Context: an optimization exercise on an open-source flow, tuned for small area. The choices shown serve that exercise and are no tape-out recipe. The RTL was checked by simulation tests, not by an equivalence proof against the original design. Power figures rest on the tool's default switching activity, not on a simulated workload.

[run.sh]
#!/bin/bash
# synth_recipe.tcl (not shown) runs the flow's synth.tcl, then flattens the netlist and writes it again
# the make line also repeats each setting of config.mk as NAME=value (left out here)
make -C /OpenROAD-flow-scripts/flow DESIGN_CONFIG=/design/flow/config.mk WORK_HOME=/design/flow/orfs CLKGATE_MAP_FILE= SYNTH_SCRIPT=/design/flow/synth_recipe.tcl finish
[constraint.sdc]
create_clock -name core_clock -period 9.0 [get_ports {clk}]
set_input_delay 1.8000 -clock core_clock [delete_from_list [all_inputs] [get_ports {clk}]]
set_output_delay 1.8000 -clock core_clock [all_outputs]
set_load 0.01 [all_outputs]
[design.v]
`timescale 1ns/100ps                                  
`timescale 1ns/100ps                                  
module rom_alpha ( address_i, q_o );
input [5:0] address_i;
output [7:0] q_o;
reg [7:0] q_o;
always@(address_i)
begin
	case(address_i)
	6'd16:q_o = 8'd4;
	6'd17:q_o = 8'd4;
	6'd18:q_o = 8'd5;
	6'd19:q_o = 8'd6;
	6'd20:q_o = 8'd7;
	6'd21:q_o = 8'd8;
	6'd22:q_o = 8'd9;
	6'd23:q_o = 8'd10;
	6'd24:q_o = 8'd12;
	6'd25:q_o = 8'd13;
	6'd26:q_o = 8'd15;
	6'd27:q_o = 8'd17;
	6'd28:q_o = 8'd20;
	6'd29:q_o = 8'd22;
	6'd30:q_o = 8'd25;
	6'd31:q_o = 8'd28;
	6'd32:q_o = 8'd32;
	6'd33:q_o = 8'd36;
	6'd34:q_o = 8'd40;
	6'd35:q_o = 8'd45;
	6'd36:q_o = 8'd50;
	6'd37:q_o = 8'd56;
	6'd38:q_o = 8'd63;
	6'd39:q_o = 8'd71;
	6'd40:q_o = 8'd80;
	6'd41:q_o = 8'd90;
	6'd42:q_o = 8'd101;
	6'd43:q_o = 8'd113;
	6'd44:q_o = 8'd127;
	6'd45:q_o = 8'd144;
	6'd46:q_o = 8'd162;
	6'd47:q_o = 8'd182;
	6'd48:q_o = 8'd203;
	6'd49:q_o = 8'd226;
	6'd50:q_o = 8'd255;
	6'd51:q_o = 8'd255;
	default: q_o = 0;
endcase
end
endmodule
`timescale 1ns/100ps                                  
module rom_beta (  address_i, q_o );
input [5:0] address_i;
output [4:0] q_o;
reg [4:0] q_o;
always@(address_i)
begin
	case(address_i)
	6'd16:q_o = 5'd2;
	6'd17:q_o = 5'd2;
	6'd18:q_o = 5'd2;
	6'd19:q_o = 5'd3;
	6'd20:q_o = 5'd3;
	6'd21:q_o = 5'd3;
	6'd22:q_o = 5'd3;
	6'd23:q_o = 5'd4;
	6'd24:q_o = 5'd4;
	6'd25:q_o = 5'd4;
	6'd26:q_o = 5'd6;
	6'd27:q_o = 5'd6;
	6'd28:q_o = 5'd7;
	6'd29:q_o = 5'd7;
	6'd30:q_o = 5'd8;
	6'd31:q_o = 5'd8;
	6'd32:q_o = 5'd9;
	6'd33:q_o = 5'd9;
	6'd34:q_o = 5'd10;
	6'd35:q_o = 5'd10;
	6'd36:q_o = 5'd11;
	6'd37:q_o = 5'd11;
	6'd38:q_o = 5'd12;
	6'd39:q_o = 5'd12;
	6'd40:q_o = 5'd13;
	6'd41:q_o = 5'd13;
	6'd42:q_o = 5'd14;
	6'd43:q_o = 5'd14;
	6'd44:q_o = 5'd15;
	6'd45:q_o = 5'd15;
	6'd46:q_o = 5'd16;
	6'd47:q_o = 5'd16;
	6'd48:q_o = 5'd17;
	6'd49:q_o = 5'd17;
	6'd50:q_o = 5'd18;
	6'd51:q_o = 5'd18;
	default: q_o = 0;
endcase
end
endmodule
`timescale 1ns/100ps                                  
module rom_clip ( address_i, q_o );
input [8:0] address_i;
output [4:0] q_o;
reg [4:0] q_o; 
always@(address_i)
begin
	case(address_i)
	{3'd1,6'd23}:q_o = 5'd1;
	{3'd1,6'd24}:q_o = 5'd1;
	{3'd1,6'd25}:q_o = 5'd1;
	{3'd1,6'd26}:q_o = 5'd1;
	{3'd1,6'd27}:q_o = 5'd1;
	{3'd1,6'd28}:q_o = 5'd1;
	{3'd1,6'd29}:q_o = 5'd1;
	{3'd1,6'd30}:q_o = 5'd1;
	{3'd1,6'd31}:q_o = 5'd1;
	{3'd1,6'd32}:q_o = 5'd1;
	{3'd1,6'd33}:q_o = 5'd2;
	{3'd1,6'd34}:q_o = 5'd2;
	{3'd1,6'd35}:q_o = 5'd2;
	{3'd1,6'd36}:q_o = 5'd2;
	{3'd1,6'd37}:q_o = 5'd3;
	{3'd1,6'd38}:q_o = 5'd3;
	{3'd1,6'd39}:q_o = 5'd3;
	{3'd1,6'd40}:q_o = 5'd4;
	{3'd1,6'd41}:q_o = 5'd4;
	{3'd1,6'd42}:q_o = 5'd4;
	{3'd1,6'd43}:q_o = 5'd5;
	{3'd1,6'd44}:q_o = 5'd6;
	{3'd1,6'd45}:q_o = 5'd6;
	{3'd1,6'd46}:q_o = 5'd7;
	{3'd1,6'd47}:q_o = 5'd8;
	{3'd1,6'd48}:q_o = 5'd9;
	{3'd1,6'd49}:q_o = 5'd10;
	{3'd1,6'd50}:q_o = 5'd11;
	{3'd1,6'd51}:q_o = 5'd13;
	{3'd2,6'd21}:q_o = 5'd1;
	{3'd2,6'd22}:q_o = 5'd1;
	{3'd2,6'd23}:q_o = 5'd1;
	{3'd2,6'd24}:q_o = 5'd1;
	{3'd2,6'd25}:q_o = 5'd1;
	{3'd2,6'd26}:q_o = 5'd1;
	{3'd2,6'd27}:q_o = 5'd1;
	{3'd2,6'd28}:q_o = 5'd1;
	{3'd2,6'd29}:q_o = 5'd1;
	{3'd2,6'd30}:q_o = 5'd1;
	{3'd2,6'd31}:q_o = 5'd2;
	{3'd2,6'd32}:q_o = 5'd2;
	{3'd2,6'd33}:q_o = 5'd2;
	{3'd2,6'd34}:q_o = 5'd2;
	{3'd2,6'd35}:q_o = 5'd3;
	{3'd2,6'd36}:q_o = 5'd3;
	{3'd2,6'd37}:q_o = 5'd3;
	{3'd2,6'd38}:q_o = 5'd4;
	{3'd2,6'd39}:q_o = 5'd4;
	{3'd2,6'd40}:q_o = 5'd5;
	{3'd2,6'd41}:q_o = 5'd5;
	{3'd2,6'd42}:q_o = 5'd6;
	{3'd2,6'd43}:q_o = 5'd7;
	{3'd2,6'd44}:q_o = 5'd8;
	{3'd2,6'd45}:q_o = 5'd8;
	{3'd2,6'd46}:q_o = 5'd10;
	{3'd2,6'd47}:q_o = 5'd11;
	{3'd2,6'd48}:q_o = 5'd12;
	{3'd2,6'd49}:q_o = 5'd13;
	{3'd2,6'd50}:q_o = 5'd15;
	{3'd2,6'd51}:q_o = 5'd17;
	{3'd3,6'd17}:q_o = 5'd1;
	{3'd3,6'd18}:q_o = 5'd1;
	{3'd3,6'd19}:q_o = 5'd1;
	{3'd3,6'd20}:q_o = 5'd1;
	{3'd3,6'd21}:q_o = 5'd1;
	{3'd3,6'd22}:q_o = 5'd1;
	{3'd3,6'd23}:q_o = 5'd1;
	{3'd3,6'd24}:q_o = 5'd1;
	{3'd3,6'd25}:q_o = 5'd1;
	{3'd3,6'd26}:q_o = 5'd1;
	{3'd3,6'd27}:q_o = 5'd2;
	{3'd3,6'd28}:q_o = 5'd2;
	{3'd3,6'd29}:q_o = 5'd2;
	{3'd3,6'd30}:q_o = 5'd2;
	{3'd3,6'd31}:q_o = 5'd3;
	{3'd3,6'd32}:q_o = 5'd3;
	{3'd3,6'd33}:q_o = 5'd3;
	{3'd3,6'd34}:q_o = 5'd4;
	{3'd3,6'd35}:q_o = 5'd4;
	{3'd3,6'd36}:q_o = 5'd4;
	{3'd3,6'd37}:q_o = 5'd5;
	{3'd3,6'd38}:q_o = 5'd6;
	{3'd3,6'd39}:q_o = 5'd6;
	{3'd3,6'd40}:q_o = 5'd7;
	{3'd3,6'd41}:q_o = 5'd8;
	{3'd3,6'd42}:q_o = 5'd9;
	{3'd3,6'd43}:q_o = 5'd10;
	{3'd3,6'd44}:q_o = 5'd11;
	{3'd3,6'd45}:q_o = 5'd13;
	{3'd3,6'd46}:q_o = 5'd14;
	{3'd3,6'd47}:q_o = 5'd16;
	{3'd3,6'd48}:q_o = 5'd18;
	{3'd3,6'd49}:q_o = 5'd20;
	{3'd3,6'd50}:q_o = 5'd23;
	{3'd3,6'd51}:q_o = 5'd25;	
	default: q_o = 0;
endcase
end
endmodule
module luma_pipeline ( clk, rst, bs, 
                           qp1_i, qp2_i,
                           p0_i, p1_i, p2_i, p3_i, q0_i, q1_i, q2_i,q3_i,
                           p0_filtered, p1_filtered, p2_filtered, p3_filtered, q0_filtered, q1_filtered, q2_filtered, q3_filtered
                          );
input clk;
input rst;
input [2:0] bs;
input [7:0] p0_i, p1_i, p2_i, p3_i, q0_i, q1_i, q2_i,q3_i;
input [5:0] qp1_i;
input [5:0] qp2_i;
output [7:0] p0_filtered, p1_filtered, p2_filtered, p3_filtered, q0_filtered, q1_filtered, q2_filtered, q3_filtered;
wire [6:0] qpav1;
assign qpav1=qp1_i+qp2_i+ 7'd1;
wire [5:0] qpav;
assign qpav=qpav1[6:1];
wire [5:0] indexA;
wire [5:0] indexB;
assign indexA=(qpav<=0)?6'd0:((qpav>=6'd51)?6'd51:qpav);
assign indexB=(qpav<=0)?6'd0:((qpav>=6'd51)?6'd51:qpav);
reg [5:0] indexA_reg;
always @(posedge clk or negedge rst) begin
	if(!rst) 
		indexA_reg<=0;
	else
		indexA_reg<=indexA;
end
wire [7:0] alpha;
wire [4:0] beta;
rom_alpha alpha1 ( .address_i(indexA),.q_o(alpha));
rom_beta beta1( .address_i(indexB), .q_o(beta) );
wire [8:0] con_1;
wire [8:0] con_2;
wire [8:0] con_3;
assign con_1=p0_i-q0_i;
assign con_2=p1_i-p0_i;
assign con_3=q1_i-q0_i;
wire [8:0] con_1_1;
wire [8:0] con_2_1;
wire [8:0] con_3_1;
assign con_1_1=(con_1[8]==0)?con_1:(~con_1+8'd1);
assign con_2_1=(con_2[8]==0)?con_2:(~con_2+8'd1);
assign con_3_1=(con_3[8]==0)?con_3:(~con_3+8'd1);
wire con_1_2;
wire con_2_2;
wire con_3_2;
assign con_1_2=(con_1_1<alpha)?1'b1:1'b0;
assign con_2_2=(con_2_1<beta) ?1'b1:1'b0;
assign con_3_2=(con_3_1<beta) ?1'b1:1'b0;
wire con_bs; 
assign con_bs=con_1_2&con_2_2&con_3_2; 
reg con_bs_reg; 
always @(posedge clk or negedge rst) begin
	if(!rst) begin
		con_bs_reg<=0;
	end
	else begin
		con_bs_reg<=con_bs;
	end	
end
reg [2:0] bs_link; 
always @(posedge clk or negedge rst) begin
	if(!rst) begin
		bs_link<=0;
	end
	else begin
		bs_link<=bs;
	end	
end
wire [8:0] con_w_1;
wire [8:0] con_w_2;
assign con_w_1=p2_i-p0_i;
assign con_w_2=q2_i-q0_i;
wire [8:0] con_w_1_1;
wire [8:0] con_w_2_1;
assign con_w_1_1=(con_w_1[8]==0)?con_w_1:(~con_w_1+9'd1);
assign con_w_2_1=(con_w_2[8]==0)?con_w_2:(~con_w_2+9'd1);
wire ap_w;
wire aq_w;
assign ap_w=(con_w_1_1<beta)?1'b1:1'b0;
assign aq_w=(con_w_2_1<beta)?1'b1:1'b0;
reg ap_w_reg;
reg aq_w_reg;
always @( posedge clk or negedge rst) begin
	if(!rst) begin
		ap_w_reg<=0;
		aq_w_reg<=0;
	end
	else begin
		ap_w_reg<=ap_w;
		aq_w_reg<=aq_w;
	end
end
wire [5:0]        alpha_2;
assign            alpha_2=alpha[7:2];
wire [6:0]        alpha_2_1;
assign            alpha_2_1=alpha_2+2'd2;
wire              con_s;
assign            con_s=(con_1_1<alpha_2_1)?1'b1:1'b0;
wire              ap_s;
wire              aq_s;
assign            ap_s=(ap_w&con_s);
assign            aq_s=(aq_w&con_s);
reg ap_s_reg;
reg aq_s_reg;
always @( posedge clk or negedge rst) begin
	if(!rst) begin
		ap_s_reg<=0;
		aq_s_reg<=0;
	end
	else begin
		ap_s_reg<=ap_s;
		aq_s_reg<=aq_s;
	end
end
wire signed [8:0]        p0_i_1;
wire signed [8:0]        p1_i_1;
wire signed [8:0]        q0_i_1;
wire signed [8:0]        q1_i_1;
assign                   p0_i_1={1'b0,p0_i};
assign                   p1_i_1={1'b0,p1_i};
assign                   q0_i_1={1'b0,q0_i};
assign                   q1_i_1={1'b0,q1_i};
wire signed [10:0]       con_s_1;
assign                   con_s_1=(q0_i_1-p0_i_1)<<2;
wire signed [9:0]        con_s_2;
assign                   con_s_2=p1_i_1-q1_i_1+10'sb0000000100;
wire signed [11:0]       con_s_3;
assign                   con_s_3=con_s_1+con_s_2;
wire signed [8:0]        con_s_tc;
assign                   con_s_tc=con_s_3[11:3];
reg signed [8:0] con_s_tc_reg;
always @( posedge clk or negedge rst) begin
	if(!rst) begin
		con_s_tc_reg<=0;
	end
	else begin
		con_s_tc_reg<=con_s_tc;
	end
end
reg [7:0] p0_link, p1_link, p2_link, p3_link, q0_link,q1_link,q2_link,q3_link;
always @(posedge clk or negedge rst) begin
	if(!rst) begin
		p0_link <= 0;
        p1_link <= 0;
        p2_link <= 0;
        p3_link <= 0;
        q0_link <= 0;
        q1_link <= 0;
        q2_link <= 0;
        q3_link <= 0;        
	end
	else begin
		p0_link <= p0_i;
        p1_link <= p1_i;
        p2_link <= p2_i;
        p3_link <= p3_i;
        q0_link <= q0_i;
        q1_link <= q1_i;
        q2_link <= q2_i;
        q3_link <= q3_i; 
	end	
end
wire [4:0]       tc0;
rom_clip clip1(.address_i(({bs_link[2:0],indexA_reg[5:0]})), .q_o(tc0)); 
wire signed [5:0]        tc0_1={1'b0,tc0[4:0]};
wire signed [5:0]        tc;
assign                   tc=tc0_1+ap_w_reg+aq_w_reg;
wire signed [5:0]        dif;
wire signed [8:0]        dif_w; 
assign                   dif_w=(con_s_tc_reg<(-tc))?(-tc):((con_s_tc_reg>tc)?tc:con_s_tc_reg);
assign                   dif = dif_w[5:0] ;
wire signed [8:0]        p0_w;
assign                   p0_w={1'b0,p0_link[7:0]};
wire signed [8:0]        q0_w;
assign                   q0_w={1'b0,q0_link[7:0]};
wire signed [9:0]        p0dif;
assign                   p0dif=p0_w+dif;
wire signed [9:0]        q0dif;
assign                   q0dif=q0_w-dif;
wire signed [8:0]        p01_w;
assign                   p01_w=(p0dif<0)?9'sd0:((p0dif>9'sb011111111)?9'sb011111111:p0dif[8:0]);
wire signed [8:0]        q01_w;
assign                   q01_w=(q0dif<0)?9'sd0:((q0dif>9'sb011111111)?9'sb011111111:q0dif[8:0]);
wire signed [9:0]        p11_w_1;
assign                   p11_w_1=p0_w+q0_w+2'sb01;
wire signed [8:0]        p11_w_2;
assign                   p11_w_2=p11_w_1[9:1];
wire signed [9:0]        p1_w;
assign                   p1_w={1'b0,p1_link[7:0],1'b0};
wire signed [8:0]        p1_w_1;
assign                   p1_w_1={1'b0,p1_link[7:0]};
wire signed [8:0]        p2_w;
assign                   p2_w={1'b0,p2_link[7:0]};
wire signed [9:0]        p11db;
assign                   p11db=p2_w+p11_w_2-p1_w;
wire signed [8:0]        p11db_1;
assign                   p11db_1=p11db[9:1];
wire signed [8:0]        p11db_2;
assign                   p11db_2=(p11db_1<(-tc0_1))?(-tc0_1):((p11db_1>tc0_1)?tc0_1:p11db_1);
wire signed [8:0]        p11db_3;
assign                   p11db_3= p1_w_1+p11db_2;
wire signed [9:0]        q1_w;
assign                   q1_w={1'b0,q1_link[7:0],1'b0};
wire signed [8:0]        q1_w_1;
assign                   q1_w_1={1'b0,q1_link[7:0]};
wire signed [8:0]        q2_w;
assign                   q2_w={1'b0,q2_link[7:0]};
wire signed [9:0]        q11db;
assign                   q11db=q2_w+p11_w_2-q1_w;
wire signed [8:0]        q11db_1;
assign                   q11db_1=q11db[9:1];
wire signed [8:0]        q11db_2;
assign                   q11db_2=(q11db_1<(-tc0_1))?(-tc0_1):((q11db_1>tc0_1)?tc0_1:q11db_1);
wire signed [8:0]        q11db_3;
assign                   q11db_3= q1_w_1+q11db_2;
reg [7:0] p11_w;
always @* begin
	if((bs_link==3'd3||bs_link==3'd2||bs_link==3'd1)&&(ap_w_reg==1)) begin
		p11_w=p11db_3[7:0];
	end
	else begin
		p11_w=p1_link;
	end
end
reg [7:0] q11_w;
always @* begin
	if((bs_link==3'd3||bs_link==3'd2||bs_link==3'd1)&&(aq_w_reg==1)) begin
		q11_w=q11db_3[7:0];
	end
	else begin
		q11_w=q1_link; 
	end
end
reg [10:0] p01_s;
reg [9:0] p11_s;
reg [10:0] p21_s;
always @* begin
	if((bs_link==3'd4)&&(ap_s_reg==1)) begin
		p01_s={3'b000,p2_link[7:0]}+{2'b00,p1_link[7:0],1'b0}+{2'b00,p0_link[7:0],1'b0}+{2'b00,q0_link[7:0],1'b0}+{3'b000,q1_link[7:0]}+11'd4;
		p11_s={2'b00,p2_link[7:0]}+{2'b00,p1_link[7:0]}+{2'b00,p0_link[7:0]}+{2'b00,q0_link[7:0]}+10'd2;
		p21_s={2'b00,p3_link[7:0],1'b0}+{2'b00,p2_link[7:0],1'b0}+{3'b000,p2_link[7:0]}+{3'b000,p1_link[7:0]}+{3'b000,p0_link[7:0]}+{3'b000,q0_link[7:0]}+11'd4;
	end
	else if((bs_link==3'd4)&&(ap_s_reg==0))begin
		p01_s={1'b0,p1_link[7:0],2'b00}+{2'b00,p0_link[7:0],1'b0}+{2'b00,q1_link[7:0],1'b0}+11'd4;
		p11_s={p1_link[7:0],2'b00};
		p21_s={p2_link[7:0],3'b000};
	end
	else begin
		p01_s={p0_link[7:0],3'b000};
		p11_s={p1_link[7:0],2'b00};
		p21_s={p2_link[7:0],3'b000};
	end
end
reg [10:0] q01_s;
reg [9:0] q11_s;
reg [10:0] q21_s;
always @* begin
	if((bs_link==3'd4)&&(aq_s_reg==1)) begin
		q01_s={3'b000,p1_link[7:0]}+{2'b00,p0_link[7:0],1'b0}+{2'b00,q0_link[7:0],1'b0}+{2'b00,q1_link[7:0],1'b0}+{3'b000,q2_link[7:0]}+11'd4;
		q11_s={2'b00,q2_link[7:0]}+{2'b00,q1_link[7:0]}+{2'b00,q0_link[7:0]}+{2'b00,p0_link[7:0]}+10'd2;
		q21_s={2'b00,q3_link[7:0],1'b0}+{2'b00,q2_link[7:0],1'b0}+{3'b000,q2_link[7:0]}+{3'b000,q1_link[7:0]}+{3'b000,q0_link[7:0]}+{3'b000,p0_link[7:0]}+11'd4;
	end
	else if((bs_link==3'd4)&&(aq_s_reg==0))begin
		q01_s={1'b0,q1_link[7:0],2'b00}+{2'b00,q0_link[7:0],1'b0}+{2'b00,p1_link[7:0],1'b0}+11'd4;
		q11_s={q1_link[7:0],2'b00};
		q21_s={q2_link[7:0],3'b000};
	end
	else begin
		q01_s={q0_link[7:0],3'b000};
		q11_s={q1_link[7:0],2'b00};
		q21_s={q2_link[7:0],3'b000};
	end
end
reg [7:0]                    p0_filtered;
reg [7:0]                    p1_filtered;
reg [7:0]                    p2_filtered;
reg [7:0]                    p3_filtered;
reg [7:0]                    q0_filtered;
reg [7:0]                    q1_filtered;
reg [7:0]                    q2_filtered;
reg [7:0]                    q3_filtered;
always @(posedge clk or negedge rst) begin
	if(!rst) begin
		p0_filtered<=0;
		p1_filtered<=0;
		p2_filtered<=0;
		p3_filtered<=0;
		q0_filtered<=0;
		q1_filtered<=0;
		q2_filtered<=0;
		q3_filtered<=0;
	end
	else if((con_bs_reg==1)&&(bs_link==3'd4))begin
		p0_filtered<=p01_s[10:3];
		p1_filtered<=p11_s[9:2];
		p2_filtered<=p21_s[10:3];
		p3_filtered<=p3_link;
		q0_filtered<=q01_s[10:3];
		q1_filtered<=q11_s[9:2];
		q2_filtered<=q21_s[10:3];
		q3_filtered<=q3_link;
	end
	else if ((con_bs_reg==1)&&(bs_link==3'd3||bs_link==3'd2||bs_link==3'd1))begin
		p0_filtered<=p01_w[7:0];
		p1_filtered<=p11_w;
		p2_filtered<=p2_link;
		p3_filtered<=p3_link;
		q0_filtered<=q01_w[7:0];
		q1_filtered<=q11_w;
		q2_filtered<=q2_link;
		q3_filtered<=q3_link;
	end
	else begin
		p0_filtered<=p0_link;
		p1_filtered<=p1_link;
		p2_filtered<=p2_link;
		p3_filtered<=p3_link;
		q0_filtered<=q0_link;
		q1_filtered<=q1_link;
		q2_filtered<=q2_link;
		q3_filtered<=q3_link;
	end
end
endmodule
module chroma_pipeline( clk, rst, 
                         bs, 
                         qp1_i, qp2_i,
                         p0_i, p1_i, p2_i, p3_i, q0_i, q1_i, q2_i, q3_i,
                         p0_filtered, p1_filtered, p2_filtered, p3_filtered,
                         q0_filtered, q1_filtered, q2_filtered, q3_filtered );
input clk;
input rst;
input [2:0] bs;
input [5:0] qp1_i;
input [5:0] qp2_i;
input [7:0] p0_i, p1_i, p2_i, p3_i, q0_i, q1_i, q2_i, q3_i;
output [7:0] p0_filtered, p1_filtered, p2_filtered, p3_filtered;
output [7:0] q0_filtered, q1_filtered, q2_filtered, q3_filtered;
wire [6:0]      qpav1;
assign          qpav1=qp1_i+qp2_i+7'd1;
wire [5:0]      qpav;
assign          qpav=qpav1[6:1];
wire [5:0]      indexA;
wire [5:0]      indexB;
assign          indexA=(qpav<=0)?6'd0:((qpav>=6'd51)?6'd51:qpav);
assign          indexB=(qpav<=0)?6'd0:((qpav>=6'd51)?6'd51:qpav);
reg [5:0] indexA_reg;
always @(posedge clk or negedge rst) begin
	if(!rst) begin
		indexA_reg<=0;
	end
	else begin
		indexA_reg<=indexA; 
	end	
end
wire [7:0]      alpha;
wire [4:0]      beta;
    rom_alpha alpha1 ( .address_i(indexA), .q_o(alpha));
    rom_beta beta1( .address_i(indexB), .q_o(beta) );
wire [8:0]      con_1;
wire [8:0]      con_2;
wire [8:0]      con_3;
assign          con_1=p0_i-q0_i;
assign          con_2=p1_i-p0_i;
assign          con_3=q1_i-q0_i;
wire [8:0]      con_1_1;
wire [8:0]      con_2_1;
wire [8:0]      con_3_1;
assign          con_1_1=(con_1[8]==9'd0)?con_1:(~con_1+9'd1);
assign          con_2_1=(con_2[8]==9'd0)?con_2:(~con_2+9'd1);
assign          con_3_1=(con_3[8]==9'd0)?con_3:(~con_3+9'd1);
wire            con_1_2;
wire            con_2_2;
wire            con_3_2;
assign          con_1_2=(con_1_1<alpha)?1'b1:1'b0; 
assign          con_2_2=(con_2_1<beta )?1'b1:1'b0; 
assign          con_3_2=(con_3_1<beta )?1'b1:1'b0; 
wire con_bs; 
assign con_bs=con_1_2&con_2_2&con_3_2; 
reg [2:0] bs_link; 
always @(posedge clk or negedge rst) begin
	if(!rst) begin
		bs_link<=0;
	end
	else begin
		bs_link<=bs;
	end	
end
reg con_bs_reg; 
always @(posedge clk or negedge rst) begin
	if(!rst) begin
		con_bs_reg<=0;
	end
	else begin
		con_bs_reg<=con_bs;
	end	
end
wire signed [8:0]       p0_i_1;
wire signed [8:0]       p1_i_1;
wire signed [8:0]       q0_i_1;
wire signed [8:0]       q1_i_1;
assign                  p0_i_1={1'b0,p0_i};
assign                  p1_i_1={1'b0,p1_i};
assign                  q0_i_1={1'b0,q0_i};
assign                  q1_i_1={1'b0,q1_i};
wire signed [10:0]      con_s_1;
assign                  con_s_1=(q0_i_1-p0_i_1)<<2;
wire signed [9:0]       con_s_2;
assign                  con_s_2=p1_i_1-q1_i_1+10'sb0000000100;
wire signed [11:0]      con_s_3;
assign                  con_s_3=con_s_1+con_s_2;
wire signed [8:0]       con_s_tc;
assign                  con_s_tc=con_s_3[11:3];
reg signed [8:0] con_s_tc_reg;
always @( posedge clk or negedge rst) begin
	if(!rst) begin
		con_s_tc_reg<=0;
	end
	else begin
		con_s_tc_reg<=con_s_tc;
	end
end
reg [7:0] p0_link, p1_link, p2_link, p3_link, q0_link,q1_link,q2_link,q3_link;
always @(posedge clk or negedge rst) begin
	if(!rst) begin
		p0_link <= 0;
        p1_link <= 0;
        p2_link <= 0;
        p3_link <= 0;
        q0_link <= 0;
        q1_link <= 0;
        q2_link <= 0;
        q3_link <= 0;        
	end
	else begin
		p0_link <= p0_i;
        p1_link <= p1_i;
        p2_link <= p2_i;
        p3_link <= p3_i;
        q0_link <= q0_i;
        q1_link <= q1_i;
        q2_link <= q2_i;
        q3_link <= q3_i; 
	end	
end
wire [4:0]       tc0;
rom_clip clip1(.address_i(({bs_link[2:0],indexA_reg[5:0]})), .q_o(tc0)); 
wire signed [5:0]       tc0_1={1'b0,tc0[4:0]};
wire signed [5:0]       tc;
assign                  tc=tc0_1+2'sb01;
wire signed [5:0]       dif;
wire signed [8:0]       dif_w; 
assign                  dif_w=(con_s_tc_reg<(-tc))?(-tc):((con_s_tc_reg>tc)?tc:con_s_tc_reg);
assign                  dif = dif_w[5:0];
wire signed [8:0]       p0_w;
assign                  p0_w={1'b0,p0_link[7:0]};
wire signed [8:0]       q0_w;
assign                  q0_w={1'b0,q0_link[7:0]};
wire signed [9:0]       p0dif;
assign                  p0dif=p0_w+dif;
wire signed [9:0]       q0dif;
assign                  q0dif=q0_w-dif;
wire signed [8:0]       p01_w;
assign                  p01_w=(p0dif<0)?9'sd0:((p0dif>9'sb011111111)?9'sb011111111:p0dif[8:0]);
wire signed [8:0]       q01_w;
assign                  q01_w=(q0dif<0)?9'sd0:((q0dif>9'sb011111111)?9'sb011111111:q0dif[8:0]);
wire [9:0]              p0_s;
assign                  p0_s={p1_link[7:0],1'b0}+p0_link+q1_link+2'b10;
wire [9:0]              q0_s;
assign                  q0_s={q1_link[7:0],1'b0}+q0_link+p1_link+2'b10;
reg [7:0]               p0_filtered;
reg [7:0]               p1_filtered;
reg [7:0]               p2_filtered;
reg [7:0]               p3_filtered;
reg [7:0]               q0_filtered;
reg [7:0]               q1_filtered;
reg [7:0]               q2_filtered;
reg [7:0]               q3_filtered;
always @(posedge clk or negedge rst) begin
	if (!rst)begin
		p0_filtered<=0;
		p1_filtered<=0;
		p2_filtered<=0;
		p3_filtered<=0;
		q0_filtered<=0;
		q1_filtered<=0;
		q2_filtered<=0;
		q3_filtered<=0;
	end
	else if ((con_bs_reg==1)&&(bs_link==3'd4))begin
		p0_filtered<=p0_s[9:2];
		p1_filtered<=p1_link;
		p2_filtered<=p2_link;
		p3_filtered<=p3_link;
		q0_filtered<=q0_s[9:2];
		q1_filtered<=q1_link;
		q2_filtered<=q2_link;
		q3_filtered<=q3_link;
	end
	else if ((con_bs_reg==1)&&(bs_link==3'd3||bs_link==3'd2||bs_link==3'd1))begin
		p0_filtered<=p01_w[7:0];
		p1_filtered<=p1_link;
		p2_filtered<=p2_link;
		p3_filtered<=p3_link;
		q0_filtered<=q01_w[7:0];
		q1_filtered<=q1_link;
		q2_filtered<=q2_link;
		q3_filtered<=q3_link;
	end
	else begin
		p0_filtered<=p0_link;
		p1_filtered<=p1_link;
		p2_filtered<=p2_link;
		p3_filtered<=p3_link;
		q0_filtered<=q0_link;
		q1_filtered<=q1_link;
		q2_filtered<=q2_link;
		q3_filtered<=q3_link;
	end
end
endmodule
module db_filter ( clk,
					 rst, 
					 bs_luma,
					 bs_chroma_1, 
					 bs_chroma_2, 
                     qp1_i, qp2_i,
					 select,
					 p3_1_i, p2_1_i, p1_1_i, p0_1_i, q0_1_i, q1_1_i, q2_1_i, q3_1_i,
                     p3_2_i, p2_2_i, p1_2_i, p0_2_i, q0_2_i, q1_2_i, q2_2_i, q3_2_i,
                     p3_3_i, p2_3_i, p1_3_i, p0_3_i, q0_3_i, q1_3_i, q2_3_i, q3_3_i,
                     p3_4_i, p2_4_i, p1_4_i, p0_4_i, q0_4_i, q1_4_i, q2_4_i, q3_4_i,
					 p3_1_o, p2_1_o, p1_1_o, p0_1_o, q0_1_o, q1_1_o, q2_1_o, q3_1_o,
                     p3_2_o, p2_2_o, p1_2_o, p0_2_o, q0_2_o, q1_2_o, q2_2_o, q3_2_o,
                     p3_3_o, p2_3_o, p1_3_o, p0_3_o, q0_3_o, q1_3_o, q2_3_o, q3_3_o,
                     p3_4_o, p2_4_o, p1_4_o, p0_4_o, q0_4_o, q1_4_o, q2_4_o, q3_4_o
                    );
input clk;
input rst;
input [2:0] bs_luma;
input [2:0] bs_chroma_1;
input [2:0] bs_chroma_2;
input [5:0] qp1_i, qp2_i;
input select;                  
input [7:0] p3_1_i, p2_1_i, p1_1_i, p0_1_i, q0_1_i, q1_1_i, q2_1_i, q3_1_i;
input [7:0] p3_2_i, p2_2_i, p1_2_i, p0_2_i, q0_2_i, q1_2_i, q2_2_i, q3_2_i;
input [7:0] p3_3_i, p2_3_i, p1_3_i, p0_3_i, q0_3_i, q1_3_i, q2_3_i, q3_3_i;
input [7:0] p3_4_i, p2_4_i, p1_4_i, p0_4_i, q0_4_i, q1_4_i, q2_4_i, q3_4_i;
output [7:0] p3_1_o, p2_1_o, p1_1_o, p0_1_o, q0_1_o, q1_1_o, q2_1_o, q3_1_o;
output [7:0] p3_2_o, p2_2_o, p1_2_o, p0_2_o, q0_2_o, q1_2_o, q2_2_o, q3_2_o;
output [7:0] p3_3_o, p2_3_o, p1_3_o, p0_3_o, q0_3_o, q1_3_o, q2_3_o, q3_3_o;
output [7:0] p3_4_o, p2_4_o, p1_4_o, p0_4_o, q0_4_o, q1_4_o, q2_4_o, q3_4_o;
wire [7:0] p3_filtered_l1, p2_filtered_l1, p1_filtered_l1, p0_filtered_l1, q0_filtered_l1, q1_filtered_l1, q2_filtered_l1, q3_filtered_l1;
wire [7:0] p3_filtered_l2, p2_filtered_l2, p1_filtered_l2, p0_filtered_l2, q0_filtered_l2, q1_filtered_l2, q2_filtered_l2, q3_filtered_l2;
wire [7:0] p3_filtered_l3, p2_filtered_l3, p1_filtered_l3, p0_filtered_l3, q0_filtered_l3, q1_filtered_l3, q2_filtered_l3, q3_filtered_l3;
wire [7:0] p3_filtered_l4, p2_filtered_l4, p1_filtered_l4, p0_filtered_l4, q0_filtered_l4, q1_filtered_l4, q2_filtered_l4, q3_filtered_l4;
luma_pipeline luma1 ( .clk(clk), 
					  .rst(rst), 
					  .bs(bs_luma), 
                      .qp1_i(qp1_i), .qp2_i(qp2_i),
                      .p0_i(p0_1_i), .p1_i(p1_1_i), .p2_i(p2_1_i), .p3_i(p3_1_i), 
					  .q0_i(q0_1_i), .q1_i(q1_1_i), .q2_i(q2_1_i), .q3_i(q3_1_i), 
                      .p0_filtered(p0_filtered_l1), .p1_filtered(p1_filtered_l1), .p2_filtered(p2_filtered_l1), .p3_filtered(p3_filtered_l1), 
					  .q0_filtered(q0_filtered_l1), .q1_filtered(q1_filtered_l1), .q2_filtered(q2_filtered_l1), .q3_filtered(q3_filtered_l1)
                     );
luma_pipeline luma2 ( .clk(clk), 
					  .rst(rst), 
					  .bs(bs_luma), 
                      .qp1_i(qp1_i), .qp2_i(qp2_i),
                      .p0_i(p0_2_i), .p1_i(p1_2_i), .p2_i(p2_2_i), .p3_i(p3_2_i), 
					  .q0_i(q0_2_i), .q1_i(q1_2_i), .q2_i(q2_2_i), .q3_i(q3_2_i), 
                      .p0_filtered(p0_filtered_l2), .p1_filtered(p1_filtered_l2), .p2_filtered(p2_filtered_l2), .p3_filtered(p3_filtered_l2), 
					  .q0_filtered(q0_filtered_l2), .q1_filtered(q1_filtered_l2), .q2_filtered(q2_filtered_l2), .q3_filtered(q3_filtered_l2)
                     );
luma_pipeline luma3 ( .clk(clk), 
					  .rst(rst), 
					  .bs(bs_luma), 
                      .qp1_i(qp1_i), .qp2_i(qp2_i),
                      .p0_i(p0_3_i), .p1_i(p1_3_i), .p2_i(p2_3_i), .p3_i(p3_3_i), 
					  .q0_i(q0_3_i), .q1_i(q1_3_i), .q2_i(q2_3_i), .q3_i(q3_3_i), 
                      .p0_filtered(p0_filtered_l3), .p1_filtered(p1_filtered_l3), .p2_filtered(p2_filtered_l3), .p3_filtered(p3_filtered_l3), 
					  .q0_filtered(q0_filtered_l3), .q1_filtered(q1_filtered_l3), .q2_filtered(q2_filtered_l3), .q3_filtered(q3_filtered_l3)
                     );
luma_pipeline luma4 ( .clk(clk), 
					  .rst(rst), 
					  .bs(bs_luma), 
                      .qp1_i(qp1_i), .qp2_i(qp2_i),
                      .p0_i(p0_4_i), .p1_i(p1_4_i), .p2_i(p2_4_i), .p3_i(p3_4_i), 
					  .q0_i(q0_4_i), .q1_i(q1_4_i), .q2_i(q2_4_i), .q3_i(q3_4_i), 
                      .p0_filtered(p0_filtered_l4), .p1_filtered(p1_filtered_l4), .p2_filtered(p2_filtered_l4), .p3_filtered(p3_filtered_l4), 
					  .q0_filtered(q0_filtered_l4), .q1_filtered(q1_filtered_l4), .q2_filtered(q2_filtered_l4), .q3_filtered(q3_filtered_l4)
                     );
wire [7:0] p3_filtered_c1, p2_filtered_c1, p1_filtered_c1, p0_filtered_c1, q0_filtered_c1, q1_filtered_c1, q2_filtered_c1, q3_filtered_c1;
wire [7:0] p3_filtered_c2, p2_filtered_c2, p1_filtered_c2, p0_filtered_c2, q0_filtered_c2, q1_filtered_c2, q2_filtered_c2, q3_filtered_c2;
wire [7:0] p3_filtered_c3, p2_filtered_c3, p1_filtered_c3, p0_filtered_c3, q0_filtered_c3, q1_filtered_c3, q2_filtered_c3, q3_filtered_c3;
wire [7:0] p3_filtered_c4, p2_filtered_c4, p1_filtered_c4, p0_filtered_c4, q0_filtered_c4, q1_filtered_c4, q2_filtered_c4, q3_filtered_c4;
chroma_pipeline chroma1 ( .clk(clk), 
						  .rst(rst), 
                          .bs(bs_chroma_1), 
                          .qp1_i(qp1_i), .qp2_i(qp2_i),
                          .p0_i(p0_1_i), .p1_i(p1_1_i), .p2_i(p2_1_i), .p3_i(p3_1_i),
						  .q0_i(q0_1_i), .q1_i(q1_1_i), .q2_i(q2_1_i), .q3_i(q3_1_i),
                          .p0_filtered(p0_filtered_c1), .p1_filtered(p1_filtered_c1), .p2_filtered(p2_filtered_c1), .p3_filtered(p3_filtered_c1), 
                          .q0_filtered(q0_filtered_c1), .q1_filtered(q1_filtered_c1), .q2_filtered(q2_filtered_c1), .q3_filtered(q3_filtered_c1)
						 );
chroma_pipeline chroma2 ( .clk(clk), 
						  .rst(rst), 
                          .bs(bs_chroma_1), 
                          .qp1_i(qp1_i), .qp2_i(qp2_i),
                          .p0_i(p0_2_i), .p1_i(p1_2_i), .p2_i(p2_2_i), .p3_i(p3_2_i),
						  .q0_i(q0_2_i), .q1_i(q1_2_i), .q2_i(q2_2_i), .q3_i(q3_2_i),
                          .p0_filtered(p0_filtered_c2), .p1_filtered(p1_filtered_c2), .p2_filtered(p2_filtered_c2), .p3_filtered(p3_filtered_c2), 
                          .q0_filtered(q0_filtered_c2), .q1_filtered(q1_filtered_c2), .q2_filtered(q2_filtered_c2), .q3_filtered(q3_filtered_c2)
						 );
chroma_pipeline chroma3 ( .clk(clk), 
						  .rst(rst), 
                          .bs(bs_chroma_2), 
                          .qp1_i(qp1_i), .qp2_i(qp2_i),
                          .p0_i(p0_3_i), .p1_i(p1_3_i), .p2_i(p2_3_i), .p3_i(p3_3_i),
						  .q0_i(q0_3_i), .q1_i(q1_3_i), .q2_i(q2_3_i), .q3_i(q3_3_i),
                          .p0_filtered(p0_filtered_c3), .p1_filtered(p1_filtered_c3), .p2_filtered(p2_filtered_c3), .p3_filtered(p3_filtered_c3), 
                          .q0_filtered(q0_filtered_c3), .q1_filtered(q1_filtered_c3), .q2_filtered(q2_filtered_c3), .q3_filtered(q3_filtered_c3)
						 );
chroma_pipeline chroma4 ( .clk(clk), 
						  .rst(rst), 
                          .bs(bs_chroma_2), 
                          .qp1_i(qp1_i), .qp2_i(qp2_i),
                          .p0_i(p0_4_i), .p1_i(p1_4_i), .p2_i(p2_4_i), .p3_i(p3_4_i),
						  .q0_i(q0_4_i), .q1_i(q1_4_i), .q2_i(q2_4_i), .q3_i(q3_4_i),
                          .p0_filtered(p0_filtered_c4), .p1_filtered(p1_filtered_c4), .p2_filtered(p2_filtered_c4), .p3_filtered(p3_filtered_c4), 
                          .q0_filtered(q0_filtered_c4), .q1_filtered(q1_filtered_c4), .q2_filtered(q2_filtered_c4), .q3_filtered(q3_filtered_c4)
						 );
reg [7:0] p3_1_o, p2_1_o, p1_1_o, p0_1_o, q0_1_o, q1_1_o, q2_1_o, q3_1_o;
reg [7:0] p3_2_o, p2_2_o, p1_2_o, p0_2_o, q0_2_o, q1_2_o, q2_2_o, q3_2_o;
reg [7:0] p3_3_o, p2_3_o, p1_3_o, p0_3_o, q0_3_o, q1_3_o, q2_3_o, q3_3_o;
reg [7:0] p3_4_o, p2_4_o, p1_4_o, p0_4_o, q0_4_o, q1_4_o, q2_4_o, q3_4_o;						 
always@(*)begin
	case(select)
		1'b0:begin
			p3_1_o <= p3_filtered_l1; p2_1_o <= p2_filtered_l1; p1_1_o <= p1_filtered_l1; p0_1_o <= p0_filtered_l1; 
			p3_2_o <= p3_filtered_l2; p2_2_o <= p2_filtered_l2; p1_2_o <= p1_filtered_l2; p0_2_o <= p0_filtered_l2; 
			p3_3_o <= p3_filtered_l3; p2_3_o <= p2_filtered_l3; p1_3_o <= p1_filtered_l3; p0_3_o <= p0_filtered_l3; 
			p3_4_o <= p3_filtered_l4; p2_4_o <= p2_filtered_l4; p1_4_o <= p1_filtered_l4; p0_4_o <= p0_filtered_l4; 
			q0_1_o <= q0_filtered_l1; q1_1_o <= q1_filtered_l1; q2_1_o <= q2_filtered_l1; q3_1_o <= q3_filtered_l1; 
			q0_2_o <= q0_filtered_l2; q1_2_o <= q1_filtered_l2; q2_2_o <= q2_filtered_l2; q3_2_o <= q3_filtered_l2; 
			q0_3_o <= q0_filtered_l3; q1_3_o <= q1_filtered_l3; q2_3_o <= q2_filtered_l3; q3_3_o <= q3_filtered_l3; 
			q0_4_o <= q0_filtered_l4; q1_4_o <= q1_filtered_l4; q2_4_o <= q2_filtered_l4; q3_4_o <= q3_filtered_l4; 			
		end
		1'b1:begin
			p3_1_o <= p3_filtered_c1; p2_1_o <= p2_filtered_c1; p1_1_o <= p1_filtered_c1; p0_1_o <= p0_filtered_c1; 
			p3_2_o <= p3_filtered_c2; p2_2_o <= p2_filtered_c2; p1_2_o <= p1_filtered_c2; p0_2_o <= p0_filtered_c2; 
			p3_3_o <= p3_filtered_c3; p2_3_o <= p2_filtered_c3; p1_3_o <= p1_filtered_c3; p0_3_o <= p0_filtered_c3; 
			p3_4_o <= p3_filtered_c4; p2_4_o <= p2_filtered_c4; p1_4_o <= p1_filtered_c4; p0_4_o <= p0_filtered_c4;
			q0_1_o <= q0_filtered_c1; q1_1_o <= q1_filtered_c1; q2_1_o <= q2_filtered_c1; q3_1_o <= q3_filtered_c1;
			q0_2_o <= q0_filtered_c2; q1_2_o <= q1_filtered_c2; q2_2_o <= q2_filtered_c2; q3_2_o <= q3_filtered_c2;
			q0_3_o <= q0_filtered_c3; q1_3_o <= q1_filtered_c3; q2_3_o <= q2_filtered_c3; q3_3_o <= q3_filtered_c3;
			q0_4_o <= q0_filtered_c4; q1_4_o <= q1_filtered_c4; q2_4_o <= q2_filtered_c4; q3_4_o <= q3_filtered_c4;
		end 
	endcase
end
endmodule
[config.mk]
export PLATFORM = sky130hd
export DESIGN_NAME = db_filter
export DESIGN_NICKNAME = db_filter
export VERILOG_FILES = /design/flow/design.v
export SDC_FILE = /design/flow/constraint.sdc
export NUM_CORES = 8
export LEC_CHECK = 0
export CAP_MARGIN = 20
export CORE_MARGIN = 2
export CORE_UTILIZATION = 40
export SLEW_MARGIN = 20
==> run notes <==
CTS max path bufs=3; clk root buf=clkbuf_16; CP endpoint kind=register; register area share after synthesis=0.206; final non-filler cell total=14000; drt initial violations=slightly below 6000; via/cell ratio=5.58; WHS Endpoint=chroma2.q3_filtered[5]; most frequent CP cell=ha_1; Yosys reg bits=775; number of I/O port buffers=535; Placed Instances=13800; total negative setup slack=0 ps; register area=roughly 19000 µm²; Total Routing Usage GR=0.280; Mapped Nets=~13000; crit path launch type=register; total grt overflow=0; die area=about 240000 µm²; top-area cell type share of the netlist area=0.212; Final Power=just over 30 mW; critical path required time=approximately 9600 ps; first drt pass iteration count=8; final WL=between 300000 and 400000 µm; largest net degree at the start of global routing=152; Worst-Margin Slew=between 1000 and 1500 ps; critical path fanouts, max=11; Syn Std Cell Area=about 94000 µm²; minimum clock period=8360 ps; first-pass GRT wire length=roughly 500000 µm; CP max-delay cell=xnor2_1; CP max stage delay=about 500 ps; top post-synthesis cells by area=ha_1 21%, dfrtp_1 21%, fa_1 13%, xnor2_1 6.2%, inv_1 4.9%; Reg2Reg Depth=38; number of CTS-inserted buffers=96; Residual DRC=0; Fillers=~22000; RSZ-0062 raised after global routing=no; endpoints failing hold=0; Worst slew margin=0.215; chip height=between 400 and 500 µm; I/O Pins=roughly 540; Hold Startpoint=chroma2.q3_link[5]; Nets=13300; count of different cell masters after synthesis=between 100 and 150; H-tree depth=3; CORE AREA=between 200000 and 250000 µm²; Post-synth top cells=1599 x ha_1, 1223 x inv_1, 847 x a21oi_1; flop-to-flop setup slack=640 ps; f_max=roughly 120 MHz; Die X=about 490 µm; initial antenna violation count=14; Clock Skew=between 20 and 25 ps; Rows=about 180; Area after DPL=approximately 100000 µm²; multi-input combinational cell area=around 70000 µm²; Worst R2R Start=luma4.indexA_reg[1]; Worst Setup SP=luma4.indexA_reg[1]; maxcap violations=0; Lkg Pwr=between 50 and 60 nW; Area Overhead vs Synth=14.9%; Pwr per Cell Area=279 nW/µm²; Routed wire per std cell=roughly 24 µm; clk sinks=775; fraction of layout cells with a size suffix above 1=0.0650; clock slew at reported path FFs=around 60 ps; Detailed Place HPWL=272000 µm; Final setup viols=0; via count=around 80000; vias in the first global route=between 70000 and 80000; hold-critical path depth=0; crit path DAT=approximately 9000 ps; syn avg cell area=roughly 9.3 µm²; ys flop type=dfrtp_1; remaining antenna violation count=0; outcome=timing/DRC/antenna clean; CTS tree=yes; Final Max Slew Viols=0; Final Cycle Share=0.929; top-count cell post-synth=ha_1; Worst Setup Path Type=register to register; r2r endpoint=luma2.p0_filtered[6]; finished layout cell area=108000 µm²; Initial Utilization=0.401; Clk Latency, worst-skew pair=about 760 ps; asr flop ratio synth=1.00; EDFF count, synth=0; yosys warns=6; worst min path class=register to register; Gate Count Post-Synth=10100; Synth area leader=ha_1; GPL Wtd Cong=0.993; VDD IR max=approximately 0.17 mV
## layer usage
metal / vias up / GRT usage / wire length [µm]
li1: 36300 / - / -
met1: 38500 / 0.369 / 146000
met2: 2674 / 0.456 / 156000
met3: 670 / 0.0345 / 20700
met4: 0 / 0.129 / 17400
met5: - / 0 / 0
## repair_timing
| action | in CTS | in global routing |
|---|---|---|
| hold buffers | 0 | 0 |
| endpoints found under the setup margin | 0 | 87 |
| setup buffers | 0 | 2 |
| gates resized for setup | 0 | 20 |
| endpoints found under the hold margin | 0 | 0 |
## layout by cell type, fill, tap and decap left out, types with 27 or more instances in the layout
cell             instances
and3_1                  65
mux2i_1                121
buf_4                  219
nor4_1                  29
o221ai_1                27
inv_1                 1223
a211oi_1                55
xnor2_1                663
a31oi_1                 75
nand2_1                428
o21bai_1               274
mux2_2                 218
a21o_1                 375
o211ai_1                32
nor2b_1                180
o21ai_0                417
a221o_1                 28
fa_1                   597
o21a_1                 107
clkdlybuf4s50_1        533
o22ai_1                 44
nor2_1                 566
or2_2                   34
a21oi_1                845
nand4_1                 56
ha_1                  1599
a22oi_1                 52
clkbuf_16               97
nor3_1                 105
nand2b_1               117
nand3_1                106
and2_1                  45
xor2_1                 299
or3_1                   32
dfrtp_1                773
## critical path: cells and delay by family, from the launching register on
kind | cells | cell delay, ps
AOI/OAI and AO/OA | 14 | 2710
xor gates and xnor gates | 2 | 730
adders and majority gates | 8 | 2310
buffers and inverters | 4 | 610
DFF | 1 | 490
muxes | 1 | 380
and+or+nand+nor | 9 | 1000
## logic make-up after synthesis
logic type	Yosys count	share of synthesized area
buffers and inverters	1399	0.0564
adders and majority gates	2204	0.340
DFF	775	0.206
muxes	341	0.0392
xor gates and xnor gates	970	0.0902
and+or+nand+nor	1853	0.0954
AOI/OAI and AO/OA	2551	0.173
## stage by stage
step	util	hold slack, ps	setup slack, ps
after floorplan	-	360	1110
after global placement	0.446	369	568
after detailed placement	0.446	371	343
after CTS	0.460	386	300
after global routing	0.461	393	12.1
final	0.461	383	639
## worst max path at each step
| stage | endpoint | slack (ps) |
|---|---|---|
| floorplan | luma3.p1_filtered[7] | 1110 |
| global placement | chroma1.q0_filtered[7] | 570 |
| detailed placement | luma4.p0_filtered[4] | 340 |
| CTS | luma4.p0_filtered[4] | 300 |
| global route | luma1.p0_filtered[6] | 10 |
| finish | luma2.p0_filtered[6] | 640 |
## power breakdown
part / internal, mW / switching [mW] / leakage (nW)
registers: 3.75 / 0.423 / 9.08
clock network: 2.53 / 1.74 / 1.68
logic: 9.32 / 12.5 / 41.3
total: 15.6 / 14.7 / 52.1
## layout make-up
type / count / area share
Clock buffer: 122 / 0.0248
Antenna cell: 6 / 0.000139
Tap cell: 3150 / 0.0364
Sequential cell: 775 / 0.179
Clock inverter: 54 / 0.00697
Multi-Input combinational cell: 7919 / 0.644
Inverter: 1228 / 0.0426
Timing Repair Buffer: 761 / 0.0661

-- separate check: timing with driven ports --
In the flow no input, the clock included, has a driving cell. The finished layout below was timed again as built, in two steps. Step 1 sets driving cells, clkbuf_16 on the clock port and buf_2 on the other inputs (assumed; they add their load-dependent delay and slew). Step 2 adds t to the input delays and takes it off the output delays; t is the mean of the earliest and latest rising clock arrival at the registers after step 1. Input paths then give back, and output paths get back, about the clock's delay inside the block. Three values: ideal ports, drivers, drivers and shift; two values: the first two.
shift t [ns]: 0.847
setup slack, ns: 0.639 / 0.639 / 0.527
hold WS [ns]: 0.383 / 0.383 / 0.383
clock arrival spread, ns: 0.027 / 0.027
After both steps setup and hold are still met in this run. The setup slack of this run moves by 0.000 ns with the drivers and by -0.112 ns with both steps.
